From an optimization exercise on the open Yosys and OpenROAD flow, aimed at small area; shortcuts taken in it are not production practice.
Only simulation tests tie the RTL to the original design; equivalence was not proved.

$ cat design/flow/config.mk
export PLATFORM = sky130hd
export DESIGN_NAME = fir_filter
export DESIGN_NICKNAME = fir_filter
export VERILOG_FILES = /design/flow/design.v
export SDC_FILE = /design/flow/constraint.sdc
export NUM_CORES = 8
export LEC_CHECK = 0
export CAP_MARGIN = 20
export CORE_MARGIN = 2
export CORE_UTILIZATION = 30
export PLACE_DENSITY = 0.4
export SLEW_MARGIN = 20
$ cat design/flow/constraint.sdc
create_clock -name core_clock -period 12.0 [get_ports {i_clk}]
set_input_delay 2.4000 -clock core_clock [delete_from_list [all_inputs] [get_ports {i_clk}]]
set_output_delay 2.4000 -clock core_clock [all_outputs]
set_load 0.01 [all_outputs]
$ cat design/flow/design.v
module fir_filter #(
    parameter ORDER            = 50,
    parameter DATA_IN_WIDTH   = 16,
    parameter DATA_OUT_WIDTH  = 32,
    parameter TAP_DATA_WIDTH  = 16,
    parameter TAP_ADDR_WIDTH  = 6
)(
    input  wire signed [DATA_IN_WIDTH-1:0]   i_fir_data_in,
    input  wire                              i_fir_en,
    input  wire                              i_tap_wr_en,
    input  wire       [TAP_ADDR_WIDTH-1:0]   i_tap_wr_addr,
    input  wire       [TAP_DATA_WIDTH-1:0]   i_tap_wr_data,
    input  wire                              i_clk,
    input  wire                              i_rst_n,
    output reg  signed [DATA_OUT_WIDTH-1:0]  o_fir_data_out
);
reg signed [TAP_DATA_WIDTH-1:0]  tap[0:ORDER];
reg signed [DATA_IN_WIDTH-1:0]   buffer[0:ORDER];
reg signed [DATA_OUT_WIDTH-1:0]  accumulator[0:ORDER];
integer i;
always @(posedge i_clk or negedge i_rst_n) begin
    if (!i_rst_n) begin
        tap[ 0] <= 16'sb1111111111111101;
        tap[ 1] <= 16'sb1111111111101011;
        tap[ 2] <= 16'sb1111111111011010;
        tap[ 3] <= 16'sb1111111111001011;
        tap[ 4] <= 16'sb1111111111000101;
        tap[ 5] <= 16'sb1111111111010010;
        tap[ 6] <= 16'sb1111111111111010;
        tap[ 7] <= 16'sb0000000000111110;
        tap[ 8] <= 16'sb0000000010010011;
        tap[ 9] <= 16'sb0000000011011111;
        tap[10] <= 16'sb0000000100000010;
        tap[11] <= 16'sb0000000011011010;
        tap[12] <= 16'sb0000000001010001;
        tap[13] <= 16'sb1111111101101110;
        tap[14] <= 16'sb1111111001010110;
        tap[15] <= 16'sb1111110101010001;
        tap[16] <= 16'sb1111110010111110;
        tap[17] <= 16'sb1111110011111101;
        tap[18] <= 16'sb1111111001010110;
        tap[19] <= 16'sb0000000011100011;
        tap[20] <= 16'sb0000010010000000;
        tap[21] <= 16'sb0000100011000111;
        tap[22] <= 16'sb0000110100100100;
        tap[23] <= 16'sb0001000011101001;
        tap[24] <= 16'sb0001001101110111;
        tap[25] <= 16'sb0001010001011111;
        tap[26] <= 16'sb0001001101110111;
        tap[27] <= 16'sb0001000011101001;
        tap[28] <= 16'sb0000110100100100;
        tap[29] <= 16'sb0000100011000111;
        tap[30] <= 16'sb0000010010000000;
        tap[31] <= 16'sb0000000011100011;
        tap[32] <= 16'sb1111111001010110;
        tap[33] <= 16'sb1111110011111101;
        tap[34] <= 16'sb1111110010111110;
        tap[35] <= 16'sb1111110101010001;
        tap[36] <= 16'sb1111111001010110;
        tap[37] <= 16'sb1111111101101110;
        tap[38] <= 16'sb0000000001010001;
        tap[39] <= 16'sb0000000011011010;
        tap[40] <= 16'sb0000000100000010;
        tap[41] <= 16'sb0000000011011111;
        tap[42] <= 16'sb0000000010010011;
        tap[43] <= 16'sb0000000000111110;
        tap[44] <= 16'sb1111111111111010;
        tap[45] <= 16'sb1111111111010010;
        tap[46] <= 16'sb1111111111000101;
        tap[47] <= 16'sb1111111111001011;
        tap[48] <= 16'sb1111111111011010;
        tap[49] <= 16'sb1111111111101011;
        tap[50] <= 16'sb1111111111111101;
    end else if (i_tap_wr_en && !i_fir_en) begin
        tap[i_tap_wr_addr] <= i_tap_wr_data;  
    end
end
always @(posedge i_clk or negedge i_rst_n) begin
    if (!i_rst_n) begin
        for (i = 0; i <= ORDER; i = i + 1)
            buffer[i] <= '0;
    end else if (i_fir_en) begin
        buffer[0] <= i_fir_data_in;
        for (i = 1; i <= ORDER; i = i + 1)
            buffer[i] <= buffer[i - 1];
    end
end
always @(posedge i_clk or negedge i_rst_n) begin
    if (!i_rst_n) begin
        for (i = 0; i <= ORDER; i = i + 1)
            accumulator[i] <= '0;
    end else if (i_fir_en) begin
        for (i = 0; i <= ORDER; i = i + 1)
            accumulator[i] <= buffer[i] * tap[i];
    end
end
reg signed [DATA_OUT_WIDTH-1:0] acc_sum;
integer j;
always @(*) begin
    acc_sum = '0;
    for (j = 0; j <= ORDER; j = j + 1)
        acc_sum = acc_sum + accumulator[j];
end
always @(posedge i_clk or negedge i_rst_n) begin
    if (!i_rst_n)
        o_fir_data_out <= '0;
    else if (i_fir_en)
        o_fir_data_out <= acc_sum;
end
endmodule
$ cat design/flow/run.sh
#!/bin/bash
# synth_recipe.tcl (not shown) runs the flow's synth.tcl, then flattens the netlist and writes it again
# the make line also repeats each setting of config.mk as NAME=value (left out here)
make -C /OpenROAD-flow-scripts/flow DESIGN_CONFIG=/design/flow/config.mk WORK_HOME=/design/flow/orfs CLKGATE_MAP_FILE= SYNTH_SCRIPT=/design/flow/synth_recipe.tcl finish
==> impl_metrics.env <==
export IMPL_die_width_um=1481
export IMPL_synth_edf_count=0
export IMPL_dr_first_iter_drc_count=26830
export IMPL_clock_insertion_delay_worst_skew_ps=1530
export IMPL_timing_final_setup_violations=0
export IMPL_syn_instance_count=66500
export IMPL_async_reset_ff_share_pct=100.0
export IMPL_grt_start_max_net_pins=142
export IMPL_cts_resized=0
export IMPL_crit_path_frequent_cell="sky130_fd_sc_hd__fa_1"
export IMPL_placed_instance_area_um2=690900
export IMPL_slew_hr_pct=7.402
export IMPL_ctsRootBufferMaster="sky130_fd_sc_hd__clkbuf_16"
export IMPL_routed_via_density=4.634
export IMPL_count_of_state_elements_after_synthesis=3296
export IMPL_finalWorstPathRequiredPeriod_ps=8972
export IMPL_average_detailed_routed_wire_length_per_instance_um=25.51
export IMPL_wirelength_um=2429000
export IMPL_htreeDepth=5
export IMPL_yosys_warnings=4
export IMPL_cts_hold_buf=0
export IMPL_cp_end_kind="flop"
export IMPL_place_gp_congestion=0.9039
export IMPL_syn_nets=85620
export IMPL_final_setup_tns_ps=0
export IMPL_synth_top_cells_by_count="sky130_fd_sc_hd__inv_1, sky130_fd_sc_hd__fa_1, sky130_fd_sc_hd__nand2_1"
export IMPL_run_status="no timing/DRC/antenna violations"
export IMPL_buffer_ports_inserted=73
export IMPL_cp_arrival_ps=10310
export IMPL_synth_top_cell_area_share_pct=45.36
export IMPL_sequential_cell_area_um2=83050
export IMPL_final_period_utilization_pct=74.77
export IMPL_critical_path_peak_fanout=5
export IMPL_yosysTopAreaCell="sky130_fd_sc_hd__fa_1"
export IMPL_start_util_pct=30.08
export IMPL_placementRows=542
export IMPL_fp_dieArea_um2=2194000
export IMPL_antenna_found_initial=315
export IMPL_clock_tree_from_tritoncts="done"
export IMPL_fmax_mhz=111.5
export IMPL_cts_buffer_depth=6
export IMPL_leading_register_cell_type_out_of_synthesis="sky130_fd_sc_hd__dfrtp_1"
export IMPL_flow_area_growth_from_synthesis_pct=8.446
export IMPL_clock_sink_count=3296
export IMPL_grt_overflow_total=0
export IMPL_first_pass_grt_wire_length_um=3579000
export IMPL_postCtsSetupRepairBufs=0
export IMPL_worst_ep_required_time_ps=13330
export IMPL_syn_cell_area_um2=654800
export IMPL_min_delay_worst_type="flop to flop"
export IMPL_track_usage_pct=22.48
export IMPL_drive_above_1_share_pct=7.523
export IMPL_dr_pass1_iters=6
export IMPL_tightestPinTransition_ps=1382
export IMPL_grt_setup_unrepaired="false"
export IMPL_path_clk_slew_ps=60
export IMPL_synth_area_leaders="sky130_fd_sc_hd__fa_1, sky130_fd_sc_hd__dfrtp_1, sky130_fd_sc_hd__inv_1, sky130_fd_sc_hd__ha_1, sky130_fd_sc_hd__and2_1"
export IMPL_synthMostInstantiatedCell="sky130_fd_sc_hd__inv_1"
export IMPL_filler_cell_count=227100
export IMPL_timing_final_hold_violations=0
export IMPL_netlist_cell_type_count=88
export IMPL_vias=441300
export IMPL_criticalPathCategory="flop to flop"
export IMPL_cts_inserted_buffers=500
export IMPL_critPathSlowestCell="sky130_fd_sc_hd__fa_1"
export IMPL_timing_max_transition_violations_final=0
export IMPL_antenna_left=0
export IMPL_max_cap_violations=0
export IMPL_detailedPlacementHpwl_um=2001000
export IMPL_synth_area_per_cell_um2=9.846
export IMPL_crit_path_max_cell_delay_ps=840
export IMPL_core_area_um2=2177000
export IMPL_finish_net_count=84500
export IMPL_grt_pass1_vias=486200
export IMPL_ioPinCount=74
export IMPL_synth_yosys_seq_area_share_pct=12.68
export IMPL_stdcell_area_um2=710100
export IMPL_worst_hold_slack_ps=477.4
export IMPL_detail_route_drc_violations=0
export IMPL_category_of_the_worst_setup_path_launch_point="flop"
export IMPL_multi_input_area_um2=501100
export IMPL_final_core_utilization_pct=32.62
export IMPL_fp_dieH_um=1481
export IMPL_clock_skew_final_ps=136.2
## final timing paths
| kind | slack, ps | start | cells past startpoint | to |
|---|---|---|---|---|
| worst max-delay path | 3030 | accumulator[21][10] | 26 | o_fir_data_out[24] |
| worst min-delay path | 480 | accumulator[13][28] | 1 | accumulator[13][28] |
| max in group asynchronous | 8180 | i_rst_n | 4 | buffer[5][1] |
| min in group asynchronous | 920 | i_rst_n | 1 | tap[12][15] |
| worst max register to register | 3030 | accumulator[21][10] | 26 | o_fir_data_out[24] |
| worst min register to register | 480 | accumulator[13][28] | 1 | accumulator[13][28] |
## flip-flops by register name, summed over array words and instances, names as in the netlist
signal	count
accumulator	1632
buffer	816
tap	816
o_fir_data_out	32
## stage by stage
stage	worst slack [ps]	instances
after floorplan	4330	66500
after global routing	2735	95070
after detailed placement	3062	93710
final	3028	95240
after CTS	3050	94630
after global placement	3007	93710
## layout make-up
type,count,area share [%]
repair buffers,1025,1.180
inverters,16600,8.774
clock inverters,271,0.5096
multi-input cells,43960,70.57
clock buffers,648,1.974
flip-flops and latches,3296,11.70
diodes,608,0.2143
well taps,28830,5.081
## cell families (layout without fill, tap and decap cells)
| group | Yosys count | count (layout) | share of synthesized area (%) |
|---|---|---|---|
| xor+xnor | 1807 | 1807 | 2.417 |
| simple gates | 16210 | 16210 | 11.97 |
| buf+inv | 19240 | 18540 | 11.03 |
| fa+ha+maj | 19070 | 19070 | 53.46 |
| other cells | 0 | 608 | 0 |
| compound gates | 4496 | 4496 | 4.369 |
| mux | 2378 | 2378 | 4.073 |
| flops | 3296 | 3296 | 12.68 |
## critical path: cells and delay by family (launching register included)
| kind | cells | cell delay (ps) |
|---|---|---|
| XOR/XNOR | 1 | 80 |
| buffers and inverters | 6 | 380 |
| AO/OA/AOI/OAI | 7 | 2120 |
| flip-flops | 1 | 350 |
| adder cells (fa/ha/maj) | 10 | 5510 |
| AND/OR/NAND/NOR | 1 | 180 |
| multiplexers | 1 | 270 |
## layout by cell type (no fill, tap or decap), types with 124 or more instances in the layout
cell type / count
sky130_fd_sc_hd__a31oi_1: 128
sky130_fd_sc_hd__a21o_1: 669
sky130_fd_sc_hd__and2_1: 5109
sky130_fd_sc_hd__ha_1: 4238
sky130_fd_sc_hd__nand3_1: 274
sky130_fd_sc_hd__xor2_1: 249
sky130_fd_sc_hd__a21oi_1: 1146
sky130_fd_sc_hd__inv_1: 16600
sky130_fd_sc_hd__mux2_2: 2288
sky130_fd_sc_hd__o21ai_0: 1197
sky130_fd_sc_hd__fa_1: 14840
sky130_fd_sc_hd__nand2_1: 8132
sky130_fd_sc_hd__dfrtp_1: 2839
sky130_fd_sc_hd__xnor2_1: 1409
sky130_fd_sc_hd__a211oi_1: 161
sky130_fd_sc_hd__clkbuf_16: 504
sky130_fd_sc_hd__buf_4: 921
sky130_fd_sc_hd__nand2b_1: 870
sky130_fd_sc_hd__o21a_1: 215
sky130_fd_sc_hd__o21bai_1: 187
sky130_fd_sc_hd__diode_2: 608
sky130_fd_sc_hd__dfstp_2: 452
sky130_fd_sc_hd__nor3_1: 291
sky130_fd_sc_hd__nor2_1: 835
sky130_fd_sc_hd__xnor2_2: 124
## layer usage
| layer | track usage (%) | wire [um] | vias up |
|---|---|---|---|
| met3 | 2.743 | 108000 | 1887 |
| met4 | 7.285 | 93200 | 78 |
| met1 | 30.64 | 1080000 | 237100 |
| met2 | 37.21 | 1148000 | 8176 |
| li1 | - | - | 194100 |
| met5 | 0 | 518 | - |

-- what the ideal ports hide --
The flow's constraints put no driver on any port. The routed layout listed below was extracted and timed again, unchanged, in two steps. Step 1 (the two cells are an assumption about what drives the block):
set clk [get_ports {i_clk}]
set_driving_cell -lib_cell sky130_fd_sc_hd__clkbuf_16 $clk
set_driving_cell -lib_cell sky130_fd_sc_hd__buf_2 [delete_from_list [all_inputs] $clk]
Step 2 times the ports against the registers' clock, not the clock port: input delays grow and output delays shrink by t, the midpoint of the rising clock arrivals with the driver on. Three values: ideal, step 1, step 2; two values: the first two.
shift t [ns]: 1.644
setup WS [ns]: 3.028 / 3.028 / 3.028
hold slack, ns: 0.477 / 0.477 / 0.477
latest minus earliest clock arrival (ns): 0.196 / 0.196
pins driven straight from the clock port: 1
After both steps setup and hold are still met in this run. The setup slack of this run moves by 0.000 ns with the drivers and by 0.000 ns with both steps.
